Context: an optimization exercise on an open-source flow, tuned for small area, a short achievable clock period and few clock cycles. The choices shown serve that exercise and are no tape-out recipe. RTL that was checked went through simulation tests only; none was proved equivalent to the original. Power figures rest on the tool's default switching activity, not on a simulated workload.

==> flow/design.v <==
module HW2_divider(Clk, Rst, St, Divisor, Dividend, Quotient, Remainder, Overflow, Done);
	input Clk, Rst, St;
	input [15:0] Divisor;
	input [15:0] Dividend;
	output [15:0] Quotient;
	output [15:0] Remainder;
	output Overflow;
	output reg Done;
	reg [15:0] R;      
	reg [15:0] D;      
	reg [15:0] Q;      
	reg ovf;
	wire z8 = ~|Divisor[15:8];
	wire [15:0] n1 = z8 ? {Divisor[7:0], 8'b0} : Divisor;
	wire z4 = ~|n1[15:12];
	wire [15:0] n2 = z4 ? {n1[11:0], 4'b0} : n1;
	wire z2 = ~|n2[15:14];
	wire [15:0] n3 = z2 ? {n2[13:0], 2'b0} : n2;
	wire z1 = ~n3[15];
	wire [15:0] n4 = z1 ? {n3[14:0], 1'b0} : n3;
	wire [15:0] lead;
	genvar k;
	generate
		for (k = 0; k < 16; k = k + 1) begin : g_lead
			if (k == 15) begin : g_top
				assign lead[k] = Divisor[k];
			end else begin : g_low
				assign lead[k] = Divisor[k] & ~|Divisor[15:k+1];
			end
		end
	endgenerate
	wire [16:0] diff = {1'b0, R} - {1'b0, D};
	wire ge = ~diff[16];
	assign Quotient = Q;
	assign Remainder = R;
	assign Overflow = ovf;
	always @(posedge Clk) begin
		if (Rst)
			Done <= 1'b1;
		else if (Done)
			Done <= ~St;
		else if (Q[15] || ovf)
			Done <= 1'b1;
	end
	always @(posedge Clk) begin
		if (Done) begin
			D <= n4;
			if (St) begin
				R <= Dividend;
				Q <= lead;
				ovf <= ~|Divisor;
			end
		end else begin
			if (ge) R <= diff[15:0];
			Q <= {Q[14:0], ge};
			D <= {1'b0, D[15:1]};
		end
	end
endmodule
==> flow/config.mk <==
export PLATFORM = sky130hd
export DESIGN_NAME = HW2_divider
export DESIGN_NICKNAME = HW2_divider
export VERILOG_FILES = /design/flow/design.v
export SDC_FILE = /design/flow/constraint.sdc
export NUM_CORES = 4
export LEC_CHECK = 0
export ABC_AREA = 1
export ABC_CLOCK_PERIOD_IN_PS = 2000
export CAP_MARGIN = 20
export CORE_MARGIN = 2
export CORE_UTILIZATION = 40
export SETUP_SLACK_MARGIN = 3.5
export SLEW_MARGIN = 20
==> flow/constraint.sdc <==
create_clock -name core_clock -period 6.0 [get_ports {Clk}]
set_input_delay 1.2000 -clock core_clock [delete_from_list [all_inputs] [get_ports {Clk}]]
set_output_delay 1.2000 -clock core_clock [all_outputs]
set_load 0.01 [all_outputs]
standard.sh (not shown) runs the stock make flow with config.mk's settings and CLKGATE_MAP_FILE= SYNTH_SCRIPT=/design/flow/synth_recipe.tcl, a recipe that flattens the netlist after the stock synthesis.
==> flow/flow/run.sh <==
#!/bin/bash
# The standard layout, with each port buffered by a small buffer instead of
# the delay cell that buffer_ports picks by default.
set -euo pipefail
bash standard.sh "BUFFER_PORTS_ARGS=-buffer_cell sky130_fd_sc_hd__buf_1" finish > standard.log 2>&1
Then changed:
==> flow/design.v (replaced) <==
module HW2_divider(Clk, Rst, St, Divisor, Dividend, Quotient, Remainder, Overflow, Done);
	input Clk, Rst, St;
	input [15:0] Divisor;
	input [15:0] Dividend;
	output [15:0] Quotient;
	output [15:0] Remainder;
	output Overflow;
	output reg Done;
	reg [15:0] R;      
	reg [15:0] D;      
	reg [15:0] Q;      
	reg [3:0] cnt;     
	reg ovf;
	wire z8 = ~|Divisor[15:8];
	wire [15:0] n1 = z8 ? {Divisor[7:0], 8'b0} : Divisor;
	wire z4 = ~|n1[15:12];
	wire [15:0] n2 = z4 ? {n1[11:0], 4'b0} : n1;
	wire z2 = ~|n2[15:14];
	wire [15:0] n3 = z2 ? {n2[13:0], 2'b0} : n2;
	wire z1 = ~n3[15];
	wire [15:0] n4 = z1 ? {n3[14:0], 1'b0} : n3;
	wire [16:0] diff = {1'b0, R} - {1'b0, D};
	wire ge = ~diff[16];
	assign Quotient = Q;
	assign Remainder = R;
	assign Overflow = ovf;
	always @(posedge Clk) begin
		if (Rst)
			Done <= 1'b1;
		else if (Done)
			Done <= ~St;
		else if (cnt == 4'd0 || ovf)
			Done <= 1'b1;
	end
	always @(posedge Clk) begin
		if (Done) begin
			D <= n4;
			cnt <= {z8, z4, z2, z1};
			if (St) begin
				R <= Dividend;
				Q <= 16'd0;
				ovf <= ~|Divisor;
			end
		end else begin
			if (ge) R <= diff[15:0];
			Q <= {Q[14:0], ge};
			D <= {1'b0, D[15:1]};
			cnt <= cnt - 4'd1;
		end
	end
endmodule
Sequential power is higher by a few percent.
Worst setup slack gets better by 120 ps.
Final area is lower by a few percent.
Worst hold slack gets worse by 48 ps.
Synthesized area is higher by a few percent.
Final cell count does not change.
Clock power stays flat.
Sequential share of layout area is higher by 2.9 points.
Global-route usage is lower by 3.6 points.
Utilization is lower by 3.7 points.
Via count is lower by a few percent.
Total power is lower slightly.
Testbench counts after the change, summed over its fixed seeds: cycles 83,106.
No functional check of the RTL was part of the first run of this note.

* * *

== job 7790 ==
Another version of the RTL of HW2_divider (not shown whole).
Size: roughly 53 flip-flops, roughly 69 I/O pins, about 5800 um^2 of cells after synthesis.
==> module HW2_divider, before the edit <==
module HW2_divider(Clk, Rst, St, Divisor, Dividend, Quotient, Remainder, Overflow, Done);
	input Clk, Rst, St;
	input [15:0] Divisor;
	input [15:0] Dividend;
	output [15:0] Quotient;
	output [15:0] Remainder;
	output Overflow;
	output reg Done;
	reg [15:0] R;      
	reg [15:0] Bn;     
	wire [15:0] B = ~Bn;
	reg [15:0] Q;      
	reg [2:0] cnt;     
	reg ovf;
	reg [2:0] e;
	always @(*) begin
		casez (Divisor)
			16'b1???????????????, 16'b01??????????????: e = 3'd0;
			16'b001?????????????, 16'b0001????????????: e = 3'd1;
			16'b00001???????????, 16'b000001??????????: e = 3'd2;
			16'b0000001?????????, 16'b00000001????????: e = 3'd3;
			16'b000000001???????, 16'b0000000001??????: e = 3'd4;
			16'b00000000001?????, 16'b000000000001????: e = 3'd5;
			16'b0000000000001???, 16'b00000000000001??: e = 3'd6;
			default: e = 3'd7;
		endcase
	end
	wire [15:0] n1 = e[2] ? {Divisor[7:0], 8'b0} : Divisor;
	wire [15:0] n2 = e[1] ? {n1[11:0], 4'b0} : n1;
	wire [15:0] n3 = e[0] ? {n2[13:0], 2'b0} : n2;
	wire [17:0] d1 = {2'b0, R} - {2'b0, B};
	wire [17:0] d2 = {2'b0, R} - {1'b0, B, 1'b0};
	wire [18:0] ca = {3'b0, R};
	wire [18:0] cb = ~{3'b0, B};
	wire [18:0] cc = ~{2'b0, B, 1'b0};
	wire [18:0] cs = ca ^ cb ^ cc;
	wire [18:0] cy = {(ca[17:0] & cb[17:0]) | (ca[17:0] & cc[17:0]) | (cb[17:0] & cc[17:0]), 1'b1};
	wire [18:0] d3 = cs + cy + 19'd1;
	wire ge1 = ~d1[17];
	wire ge2 = ~d2[17];
	wire ge3 = ~d3[18];
	wire s3 = ge3;
	wire s2 = ge2 & ~ge3;
	wire s1 = ge1 & ~ge2;
	wire s0 = ~ge1;
	wire [15:0] rn = ({16{s3}} & d3[15:0]) | ({16{s2}} & d2[15:0]) |
	                 ({16{s1}} & d1[15:0]) | ({16{s0}} & R);
	assign Quotient = Q;
	assign Remainder = R;
	assign Overflow = ovf;
	always @(posedge Clk) begin
		if (Rst)
			Done <= 1'b1;
		else if (Done)
			Done <= ~St;
		else if (cnt == 3'd0 || ovf)
			Done <= 1'b1;
	end
	always @(posedge Clk) begin
		if (Done) begin
			Bn <= ~n3;
			cnt <= e;
			if (St) begin
				R <= Dividend;
				Q <= 16'd0;
				ovf <= ~|Divisor;
			end
		end else begin
			R <= rn;
			Q <= {Q[13:0], ge2, ge3 | (ge1 & ~ge2)};
			Bn <= {2'b11, Bn[15:2]};
			cnt <= cnt - 3'd1;
		end
	end
endmodule
export LEC_CHECK = 0
export ABC_AREA = 1
export ABC_CLOCK_PERIOD_IN_PS = 2000
export CAP_MARGIN = 20
export CORE_MARGIN = 2
export CORE_UTILIZATION = 40
export SETUP_SLACK_MARGIN = 3.3
export SLEW_MARGIN = 20
create_clock -name core_clock -period 6.0 [get_ports {Clk}]
==> flow/flow/run.sh <==
#!/bin/bash
# The standard layout, with each port buffered by a small buffer instead of
# the delay cell that buffer_ports picks by default, and synthesis leaves
# adders to abc instead of mapping them to fa/ha cells.
set -euo pipefail
bash standard.sh "BUFFER_PORTS_ARGS=-buffer_cell sky130_fd_sc_hd__buf_1" "ADDER_MAP_FILE=" finish > standard.log 2>&1
Job 7790 reached the end of the flow, and the finished layout is clean on the timing, design-rule and antenna checks.
Testbench counts of job 7790, summed over its fixed seeds: cycles 47,499.
Here is what was changed in the inputs of job 1254 compared with job 7790.
--- a/flow/design.v
+++ b/flow/design.v
@@ -7,8 +7,7 @@
 	output Overflow;
 	output reg Done;
 	reg [15:0] R;      
-	reg [15:0] Bn;     
-	wire [15:0] B = ~Bn;
+	reg [15:0] B;      
 	reg [15:0] Q;      
 	reg [2:0] cnt;     
 	reg ovf;
@@ -58,7 +57,7 @@
 	end
 	always @(posedge Clk) begin
 		if (Done) begin
-			Bn <= ~n3;
+			B <= n3;
 			cnt <= e;
 			if (St) begin
 				R <= Dividend;
@@ -68,7 +67,7 @@
 		end else begin
 			R <= rn;
 			Q <= {Q[13:0], ge2, ge3 | (ge1 & ~ge2)};
-			Bn <= {2'b11, Bn[15:2]};
+			B <= {2'b0, B[15:2]};
 			cnt <= cnt - 3'd1;
 		end
 	end
Findings:
Going from job 7790 to job 1254, post-route fraction of the period consumed by the critical path has decreased, post-synthesis xor/xnor area fraction decreased by 0.95 points relative to the old numbers.
[job 1254] post-route cell area rose about 5% relative to job 7790
Summary of job 1254 over job 7790: relative contribution of the clock network to total power decreased 1.4 points; number of distinct standard cells referenced by the synthesized netlist decreased 6.3%.
The capturing instance or port of the critical path comes out Bn[5] in one run and R[5] in the other, namely in job 7790 and job 1254 respectively.
Testbench counts of job 1254, summed over its fixed seeds: cycles 47,499.

static timing again, ports no longer ideal:
How much do the figures lean on ideal ports? The routed layouts below were timed once more, with nothing changed but the port constraints. Step 1: set_driving_cell puts a clkbuf_16 on Clk and a buf_2 on each other input, an assumption about the parent block. Step 2, shift: input delay + t, output delay - t, t = (earliest + latest rising clock arrival at the registers) / 2. This alone moves slack from input paths to output paths. Three values: ideal, step 1, step 2; two values: the first two.
run | shift t [ns] | setup WS [ns] | clock arrival spread, ns
the first run of note 1 | 0.331 | 3.410 / 3.415 / 3.085 | 0.009 / 0.009
the second run of note 1 | 0.337 | 3.533 / 3.526 / 3.190 | 0.013 / 0.013
job 7790 | 0.353 | 3.155 / 3.163 / 2.809 | 0.009 / 0.009
job 1254 | 0.344 | 3.409 / 3.409 / 3.136 | 0.009 / 0.009
After both steps setup and hold are still met in every run listed. The setup slack of job 7790, which loses most, moves by +0.008 ns with the drivers and by -0.346 ns with both steps.
